Context: an optimization exercise on an open-source flow, tuned for small area and few clock cycles per item. The choices shown serve that exercise and are no tape-out recipe.
At most, simulation tests tie the RTL to the original design; equivalence was not proved.
Power and IR drop assume default switching activity.

Setup of zinc:
## subc_divide
module subc_divide(
    input  logic         clk,
    input  logic         rst,
    input  logic         invalid,
    output logic         inready,
    input  logic [31:0]  a,
    input  logic [31:0]  b,
    input  logic [5:0]   nbits,
    input  logic         outready,
    output logic         outvalid,
    output logic [31:0]  z
);
For scale: about 910 cells after synthesis, about 100 flip-flops, about 110 I/O pins, roughly 8200 um^2 of cells after synthesis.
clock: 8.0 ns
lec_check: 0
cap_margin: 20
core_margin: 2
core_utilization: 40
slew_margin: 20
run.sh (not shown) runs the stock make flow with config.mk's settings and CLKGATE_MAP_FILE= SYNTH_SCRIPT=/design/flow/synth_recipe.tcl, a recipe that flattens the netlist after the stock synthesis.
zinc reached the final stage; the timing, DRC and antenna checks on its layout passed.
Changes in amber relative to zinc:
Settings: putting ABC_AREA at 1 where nothing was set.
Results
- In the reports for zinc and amber, the larger setup slack belongs to amber.
- Summary of the comparison: normalized max-slew margin is lower in amber, relative to zinc.
- Looking at the reports, amber completed the entire flow and the layout it produced met the timing, DRC and antenna checks.
- Diff zinc and amber: sequential power share lower in amber
- Of zinc and amber, the higher post-synthesis share of cell area spent on xor and xnor gates belongs to zinc.
- zinc vs amber, capture point of the worst path: r_r[27] vs q_r[0]
- Summary of amber over zinc: post-CTS resize count saw little to no change, effective utilization at floorplan saw little to no change, overall die area saw an increase, non-clock buffer count saw an increase.
- Total via count in the routed design (higher): amber
No run of this note included a check of the RTL's function; only the layout flow was run.

* * *

Another version of the RTL of subc_divide (not shown whole).
Size: ~860 cells after synthesis, roughly 110 I/O pins.
Settings: LEC_CHECK=0, CAP_MARGIN=20, CORE_MARGIN=2, CORE_UTILIZATION=60, CTS_BUF_LIST=sky130_fd_sc_hd__clkbuf_4 sky130_fd_sc_hd__clkbuf_8, GPL_TIMING_DRIVEN=0, SLEW_MARGIN=20; clock period 8.0 ns.
standard.sh (not shown) runs the stock make flow with config.mk's settings and CLKGATE_MAP_FILE= SYNTH_SCRIPT=/design/flow/synth_recipe.tcl, a recipe that flattens the netlist after the stock synthesis.
==> flow/flow/run.sh <==
#!/bin/bash
# Own layout flow: the standard synthesis, then the combinational logic
# (only) re-mapped for area by ABC (flip-flops kept as they are), then the
# standard layout steps, with the port buffers made of buf_1 cells.
# Each tool's output goes to a log file of its own in this folder.
set -euo pipefail
here=$(pwd)
F=$here/flow
R=$here/orfs/results/$FLOW_PLATFORM/subc_divide/base
LIB=$FLOW_HOME/platforms/sky130hd/lib/sky130_fd_sc_hd__tt_025C_1v80.lib
export BUFFER_PORTS_ARGS="-buffer_cell sky130_fd_sc_hd__buf_1"

bash standard.sh synth > log_1_standard_synth.log 2>&1
cp "$R/1_2_yosys.v" "$here/std_synth.v"

DONTUSE=""
while read -r c; do DONTUSE="$DONTUSE -dont_use $c"; done < "$F/dont_use.txt"
sed -e "s|{LIB}|$LIB|g" -e "s|{NETIN}|$here/std_synth.v|" -e "s|{NET1}|$here/resynth1.v|" \
    -e "s|{ABC}|$F/area.abc|" -e "s|{DONTUSE}|$DONTUSE|" "$F/resynth1.ys" > resynth1.ys
yosys -s resynth1.ys > log_2_resynth1.log 2>&1
sed -e "s|{LIB}|$LIB|g" -e "s|{NET1}|$here/resynth1.v|" -e "s|{NETOUT}|$here/resynth2.v|" \
    "$F/resynth2.ys" > resynth2.ys
yosys -s resynth2.ys > log_3_resynth2.log 2>&1

# same flip-flops, by name and cell, as the standard synthesis
grep -oE '^ *sky130_fd_sc_hd__e?dfxtp_1 +[^ ]+' std_synth.v | sort > regs_std.txt
grep -oE '^ *sky130_fd_sc_hd__e?dfxtp_1 +[^ ]+' resynth2.v | sort > regs_new.txt
cmp regs_std.txt regs_new.txt

cp resynth2.v "$R/1_2_yosys.v"
rm -f "$R/1_synth.odb" "$R/1_synth.sdc"
bash standard.sh finish > log_4_standard_layout.log 2>&1
==> flow/flow/area.abc <==
strash; dch; amap; topo
Other scripts of this flow, unchanged in this note and not shown: flow/flow/dont_use.txt, flow/flow/resynth1.ys, flow/flow/resynth2.ys
The first run reached the layout checks and failed them: setup timing.
Testbench counts at the start, summed over its fixed seeds: cycles 27,628, items 3,200.
Then changed:
==> flow/flow/area.abc (replaced) <==
strash
dc2
drwsat
dc2
dch
amap
strash
dc2
drwsat
dc2
dch
amap
topo
CORE_UTILIZATION = 50   (was 60)
GPL_TIMING_DRIVEN = unset   (was 0)
After rerunning:
- The changed run failed in 5_1_grt on GRT-0232
- synthesized area shrinks by a few percent
- synthesized cell count decreases by a few percent
Then changed:
==> flow/flow/area.abc (replaced) <==
strash
dch
amap
strash
balance
dch
amap
topo
CORE_UTILIZATION = 60   (was 50)
Effect: With this change the flow went through all stages and came out clean; synthesized cell count grows by a few percent; synthesized area grows by a few percent.

* * *

Setup of try-willow:
subc_divide again, from the RTL that the note above started with.
clock: 8.0 ns
lec_check: 0
cap_margin: 0
core_margin: 2
core_utilization: 60
cts_buf_list: sky130_fd_sc_hd__clkbuf_4 sky130_fd_sc_hd__clkbuf_8
slew_margin: 0
==> flow/flow/area.abc <==
strash; dch; amap; topo
==> flow/flow/dont_use.txt <==
sky130_fd_sc_hd__probe_p_8
sky130_fd_sc_hd__probec_p_8
sky130_fd_sc_hd__lpflow_bleeder_1
sky130_fd_sc_hd__lpflow_clkbufkapwr_1
sky130_fd_sc_hd__lpflow_clkbufkapwr_16
sky130_fd_sc_hd__lpflow_clkbufkapwr_2
sky130_fd_sc_hd__lpflow_clkbufkapwr_4
sky130_fd_sc_hd__lpflow_clkbufkapwr_8
sky130_fd_sc_hd__lpflow_clkinvkapwr_1
sky130_fd_sc_hd__lpflow_clkinvkapwr_16
sky130_fd_sc_hd__lpflow_clkinvkapwr_2
sky130_fd_sc_hd__lpflow_clkinvkapwr_4
sky130_fd_sc_hd__lpflow_clkinvkapwr_8
sky130_fd_sc_hd__lpflow_decapkapwr_12
sky130_fd_sc_hd__lpflow_decapkapwr_3
sky130_fd_sc_hd__lpflow_decapkapwr_4
sky130_fd_sc_hd__lpflow_decapkapwr_6
sky130_fd_sc_hd__lpflow_decapkapwr_8
sky130_fd_sc_hd__lpflow_inputiso0n_1
sky130_fd_sc_hd__lpflow_inputiso0p_1
sky130_fd_sc_hd__lpflow_inputiso1n_1
sky130_fd_sc_hd__lpflow_inputiso1p_1
sky130_fd_sc_hd__lpflow_inputisolatch_1
sky130_fd_sc_hd__lpflow_isobufsrc_1
sky130_fd_sc_hd__lpflow_isobufsrc_16
sky130_fd_sc_hd__lpflow_isobufsrc_2
sky130_fd_sc_hd__lpflow_isobufsrc_4
sky130_fd_sc_hd__lpflow_isobufsrc_8
sky130_fd_sc_hd__lpflow_isobufsrckapwr_16
sky130_fd_sc_hd__lpflow_lsbuf_lh_hl_isowell_tap_1
sky130_fd_sc_hd__lpflow_lsbuf_lh_hl_isowell_tap_2
sky130_fd_sc_hd__lpflow_lsbuf_lh_hl_isowell_tap_4
sky130_fd_sc_hd__lpflow_lsbuf_lh_isowell_4
sky130_fd_sc_hd__lpflow_lsbuf_lh_isowell_tap_1
sky130_fd_sc_hd__lpflow_lsbuf_lh_isowell_tap_2
sky130_fd_sc_hd__lpflow_lsbuf_lh_isowell_tap_4
==> flow/flow/resynth1.ys <==
# Pass 1: turn the standard synthesis's combinational cells back into gates,
# keeping every flip-flop instance (name and cell) as it is, and map the
# logic again with an area-oriented ABC script.
read_liberty -ignore_miss_func {LIB}
blackbox sky130_fd_sc_hd__dfxtp_1 sky130_fd_sc_hd__edfxtp_1
read_verilog {NETIN}
hierarchy -top subc_divide
flatten -wb
delete t:$scopeinfo
rename -hide w:*.*
opt -purge
abc -liberty {LIB} -script {ABC} {DONTUSE}
opt_clean -purge
select subc_divide
write_verilog -noattr -nohex -nodec -selected {NET1}
==> flow/flow/resynth2.ys <==
# Pass 2: tie cells, buffers for pass-through wires and checks, as ORFS's
# synthesis does after its own ABC run.
read_liberty -lib {LIB}
read_verilog {NET1}
hierarchy -top subc_divide
hilomap -singleton -hicell sky130_fd_sc_hd__conb_1 HI -locell sky130_fd_sc_hd__conb_1 LO
splitnets
opt_clean -purge
insbuf -buf sky130_fd_sc_hd__buf_4 A X
check -assert -mapped
stat -liberty {LIB}
write_verilog -noattr -nohex -nodec {NETOUT}
Scripts as last shown in full above: flow/flow/run.sh
try-willow went all the way through the flow, and no timing, DRC or antenna check failed.
Testbench counts of try-willow, summed over its fixed seeds: cycles 27,628, items 3,200.
#### Input delta (try-ember over try-willow)
- a change of CAP_MARGIN from 0 to 20
- a change of SLEW_MARGIN from 0 to 20
- a change of CORE_UTILIZATION from 60 to 55
==> flow/flow/area.abc <==
strash
dc2
drwsat
dc2
dch
amap
strash
dc2
drwsat
dc2
dch
amap
topo
Findings:
try-ember did not finish: a tool error stopped it during global routing (5_1_grt).
Having completed the whole flow, try-willow delivered a layout that passed the timing, DRC and antenna checks.
Diff try-willow -> try-ember: quantity of gates resized following cts now sits higher, I/O pin count now sits at about the same level, gate count after technology mapping now sits lower, final weighted congestion of routability-driven global placement now sits higher, width of the die now sits higher.
Number of nets produced by synthesis on try-ember is down relative to try-willow.
Synthesized cell area of try-ember falls short of that of try-willow by a few percent.
Pre-CTS worst setup slack: try-ember lower than try-willow
try-ember: post-synthesis area per instance 0.80% above try-willow
In try-ember, number of post-CTS setup repair buffers is higher than in try-willow.
### try-ember -> try-sierra
- a change of CORE_UTILIZATION from 55 to 60
==> flow/flow/area.abc <==
strash; dch; amap; topo
Results
try-sierra: flow completed, timing, DRC and antenna clean
[try-sierra vs try-ember] final weighted congestion in routability-driven placement: lower in try-sierra
Worst-case clock buffer depth came out exactly the same in try-sierra and try-ember.
Die span in x sits lower in try-sierra than in try-ember.
[inputs] try-cedar vs try-sierra
==> flow/flow/area.abc <==
strash
dc2
drwsat
dc2
dch
amap
strash
dc2
drwsat
dc2
dch
amap
topo
Notes after the runs:
Flow for try-cedar halted at global routing (5_1_grt), error code DPL-0038.
Going from try-sierra to try-cedar, post-synthesis net count went down by 41, gate count of the mapped netlist decreased by 41 relative to the old numbers, cell count after placement higher, count of cells resized by post-cts repair climbed 38.
Compared with try-sierra, in try-cedar count of standard-cell rows down 1, total standard cell area after synthesis down 4.0%, mean cell area of the mapped netlist up 0.057 sq um.
[inputs] try-pepper vs try-cedar
- CORE_UTILIZATION: 60 -> 70
==> flow/flow/area.abc <==
strash; dch; amap; topo
## What came out
- [compare] base=try-cedar new=try-pepper: sum of net half-perimeters after detailed placement moved down; post-place instance area moved down; average instance area after synthesis moved down.
- Summary of the comparison: summed instance area of the synthesized netlist is higher in try-pepper, relative to try-cedar.
- The post-cts gate resize count reported for try-pepper is smaller than that of try-cedar by 37.
- Re buffer count from post-CTS setup fixing: try-pepper is 118 down on try-cedar.
- try-pepper: overall die height 5.5 um below try-cedar
- In the reports for try-pepper and try-cedar, the larger number of instances in the synthesized netlist belongs to try-pepper.
- Net count after synthesis: try-pepper and try-cedar compared, higher one is try-pepper
- try-pepper has completed all stages; timing, DRC and antenna checks passed.
- [try-pepper] final weighted congestion of routability-driven global placement rose 0.057 relative to try-cedar
- Placed instance count, try-pepper vs try-cedar: down by a little under 10%

* * *

The RTL this note starts from:
==> flow/design.v <==
`timescale 1ns/1ps
module subc_divide(
    input  logic         clk,
    input  logic         rst,
    input  logic         invalid,
    output logic         inready,
    input  logic [31:0]  a,
    input  logic [31:0]  b,
    input  logic [5:0]   nbits,
    input  logic         outready,
    output logic         outvalid,
    output logic [31:0]  z
);
    localparam int K  = 2;
    localparam int MS = (32 + K - 1) / K;      
    localparam int QW = K * MS;                
    localparam int DW = 1;                     
    localparam int CW = 5;                     
    logic [31:0]   b_r;       
    logic [31:0]   r_r;       
    logic [QW-1:0] q_r;       
    logic [DW-1:0] d_r;       
    logic [CW-1:0] cnt;       
    logic          busy;      
    logic          ov;        
    assign inready  = ~busy & (~ov | outready);
    assign outvalid = ov;
    assign z        = 32'(q_r >> d_r);
    wire acc = invalid & inready;
    function automatic logic [32:0] step(input logic [31:0] ri, input logic [31:0] bi);
        logic [31:0] t, p, g, c, gg, pp, gn, pn;
        logic        qb;
        t  = {ri[30:0], 1'b0};
        p  = t ^ ~bi;
        g  = t & ~bi;
        gg = {g[31:1], g[0] | p[0]};        
        pp = p;
        for (int l = 0; l < 5; l++) begin
            gn = gg;
            pn = pp;
            for (int i = 0; i < 32; i++)
                if (((i >> l) & 1) == 1) begin
                    gn[i] = gg[i] | (pp[i] & gg[((i >> l) << l) - 1]);
                    pn[i] = pp[i] & pp[((i >> l) << l) - 1];
                end
            gg = gn;
            pp = pn;
        end
        c  = {gg[30:0], 1'b1};              
        qb = ri[31] | gg[31];
        step = {qb, qb ? (p ^ c) : t};
    endfunction
    logic [31:0]  rs [0:K];
    logic [K-1:0] qb;
    wire  [31:0]  bs = busy ? b_r : b;
    assign rs[0] = busy ? r_r : a;
    for (genvar i = 0; i < K; i++) begin : g_step
        wire [32:0] st = step(rs[i], bs);
        assign qb[K-1-i] = st[32];
        assign rs[i+1]   = st[31:0];
    end
    logic [CW-1:0] m_in;
    logic [DW-1:0] d_in;
    always_comb begin
        m_in = '0;
        d_in = '0;
        for (int i = 0; i <= 32; i++)
            if (nbits == 6'(i)) begin
                m_in = CW'((i + K - 1) / K);
                d_in = DW'(K * ((i + K - 1) / K) - i);
            end
    end
    always_ff @(posedge clk) begin
        r_r <= rs[K];
        b_r <= bs;
        if (acc)
            d_r <= d_in;
        if (acc)
            q_r <= (nbits == 6'd0) ? '0 : QW'(qb);
        else if (busy)
            q_r <= {q_r[QW-1-K:0], qb};
        if (~busy)
            cnt <= m_in - CW'(1);
        else
            cnt <= cnt - CW'(1);
    end
    always_ff @(posedge clk) begin
        if (rst) begin
            busy <= 1'b0;
            ov   <= 1'b0;
        end else if (busy) begin
            if (cnt == CW'(1)) begin
                busy <= 1'b0;
                ov   <= 1'b1;
            end
        end else if (acc) begin
            busy <= (m_in > CW'(1));
            ov   <= (m_in <= CW'(1));
        end else if (outready) begin
            ov   <= 1'b0;
        end
    end
endmodule
export LEC_CHECK = 0
export CAP_MARGIN = 20
export CORE_MARGIN = 2
export CORE_UTILIZATION = 40
export GPL_TIMING_DRIVEN = 0
export SLEW_MARGIN = 20
create_clock -name core_clock -period 8.0 [get_ports {clk}]
==> flow/flow/run.sh <==
#!/bin/bash
# The standard layout, with the port buffers made of the smallest buffer cell
# (buf_1) instead of the delay buffer buffer_ports picks by default. Every
# input and output port still gets its own buffer.
set -euo pipefail
export BUFFER_PORTS_ARGS="-buffer_cell sky130_fd_sc_hd__buf_1"
bash standard.sh finish > standard_flow.log 2>&1
The starting point finished clean.
Testbench counts at the start, summed over its fixed seeds: cycles 27,628, items 3,200.
Rerun with:
CORE_UTILIZATION = 60   (was 40)
CTS_BUF_LIST = sky130_fd_sc_hd__clkbuf_4 sky130_fd_sc_hd__clkbuf_8   (was not set)
GPL_TIMING_DRIVEN = not set   (was 0)
Result:
- clock-buffer cell count does not change
- combinational power is lower by about 3%
- synthesized cell count stays the same
- final area is lower by 3.4%
- wire length is lower by about 7%
- hold slack improves by 5.0 ps
- final cell count is lower by about 7%
- utilization is higher by 21 points
Rerun with:
CORE_UTILIZATION = 40   (was 60)
CTS_BUF_LIST = not set   (was sky130_fd_sc_hd__clkbuf_4 sky130_fd_sc_hd__clkbuf_8)
After rerunning: Routed wire length rose by 2.4%; cell count rose by 6.4%; clock skew stays flat; cell area rose by 2.0%; die area rose by 48%; setup slack is better by 4.3 ps; global-route usage fell by 7.3 points.

* * *

Another version of the RTL of subc_divide (not shown whole).
Size in the first run: ~1100 cells after synthesis, roughly 0.010 sq mm of cells after synthesis.
Settings: LEC_CHECK=0, CAP_MARGIN=20, CORE_MARGIN=2, CORE_UTILIZATION=40, GPL_TIMING_DRIVEN=0, SLEW_MARGIN=20; clock period 8.0 ns.
Scripts as last shown in full above: flow/flow/run.sh
The first run finished but failed the layout checks on negative setup slack.
Next try:
Settings changed: CORE_UTILIZATION 40 to 60, CTS_BUF_LIST set to sky130_fd_sc_hd__clkbuf_4 sky130_fd_sc_hd__clkbuf_8, GPL_TIMING_DRIVEN 0 to unset.
With this change the flow passed the timing, DRC and antenna checks.
Sequential power goes down by about 0.6%.
Wire length shrinks by 13%.
Clock power came out lower by 23%.
Global-route usage goes up by 7.1 points.
Worst setup slack is better by 0.27 ns.
First-iteration DRC count grows by 16%.
Utilization rises by 21 points.
Final area is lower by 4.7%.
Next try:
==> flow/run.sh (new file) <==
#!/bin/bash
# synth_recipe.tcl (not shown) runs the flow's synth.tcl, then flattens the netlist and writes it again
# the make line also repeats each setting of config.mk as NAME=value (left out here)
make -C /OpenROAD-flow-scripts/flow DESIGN_CONFIG=/design/flow/config.mk WORK_HOME=/design/flow/orfs CLKGATE_MAP_FILE= SYNTH_SCRIPT=/design/flow/synth_recipe.tcl finish
Settings changed: CORE_UTILIZATION 60 to 40, CTS_BUF_LIST sky130_fd_sc_hd__clkbuf_4 sky130_fd_sc_hd__clkbuf_8 to unset.
removed: flow/flow/run.sh
removed: flow/standard.sh
After rerunning: Register-to-register slack improves by 0.12 ns. Clock power went up by about 30%. Setup slack improves by 0.12 ns. Final cell count went up by about 8%. Maximum frequency went up by 1.6%.
Function was not checked in any run of this note: the RTL went through the layout flow alone.

==> separate check: timing with driven ports <==
The flow's constraints put no driver on any port. The routed layouts listed below were extracted and timed again, unchanged, in two steps.
Step 1 assumes that a clkbuf_16 drives the clock port and a buf_2 every other input.
Step 2 times the ports against the registers' clock, not the clock port: input delays grow and output delays shrink by t, the midpoint of the rising clock arrivals with the driver on.
Slacks: no drivers / after step 1 / after step 2; pairs: no drivers / after step 1.
run | t (ns) | setup slack, ns | clock arrival spread, ns | worst register clock-pin slew, ns | worst data-port slew with drivers (ns)
zinc | 0.407 | 0.625 / 0.644 / 0.236 | 0.015 / 0.015 | 0.09 / 0.09 | 0.06
amber | 0.407 | 1.288 / 1.308 / 0.901 | 0.016 / 0.016 | 0.08 / 0.08 | 0.06
the first run of note 2 | 0.420 | -0.035 / -0.057 / -0.478 | 0.015 / 0.015 | 0.11 / 0.11 | 0.06
the third run of note 2 | 0.403 | 0.281 / 0.297 / -0.106 | 0.009 / 0.010 | 0.11 / 0.11 | 0.05
try-willow | 0.410 | 0.504 / 0.517 / 0.107 | 0.009 / 0.009 | 0.10 / 0.10 | 0.06
try-sierra | 0.410 | 0.504 / 0.517 / 0.107 | 0.009 / 0.009 | 0.10 / 0.10 | 0.06
try-pepper | 0.405 | 0.313 / 0.323 / -0.082 | 0.009 / 0.009 | 0.11 / 0.11 | 0.06
the first run of note 4 | 0.397 | 0.331 / 0.331 / 0.052 | 0.013 / 0.013 | 0.08 / 0.08 | 0.07
the second run of note 4 | 0.423 | 0.676 / 0.689 / 0.266 | 0.010 / 0.011 | 0.10 / 0.10 | 0.06
the third run of note 4 | 0.404 | 0.680 / 0.689 / 0.285 | 0.012 / 0.012 | 0.08 / 0.08 | 0.06
the first run of note 5 | 0.414 | -0.019 / -0.019 / -0.019 | 0.015 / 0.014 | 0.09 / 0.09 | 0.07
the second run of note 5 | 0.433 | 0.253 / 0.253 / 0.253 | 0.018 / 0.018 | 0.12 / 0.12 | 0.06
the third run of note 5 | 0.415 | 0.376 / 0.376 / 0.376 | 0.010 / 0.010 | 0.09 / 0.09 | 0.07
Met with ideal ports but missed after step 2: setup timing in the third run of note 2 and try-pepper. For the first run of note 2, which loses most, drivers alone change the setup slack by -0.022 ns; drivers and shift together by -0.443 ns.
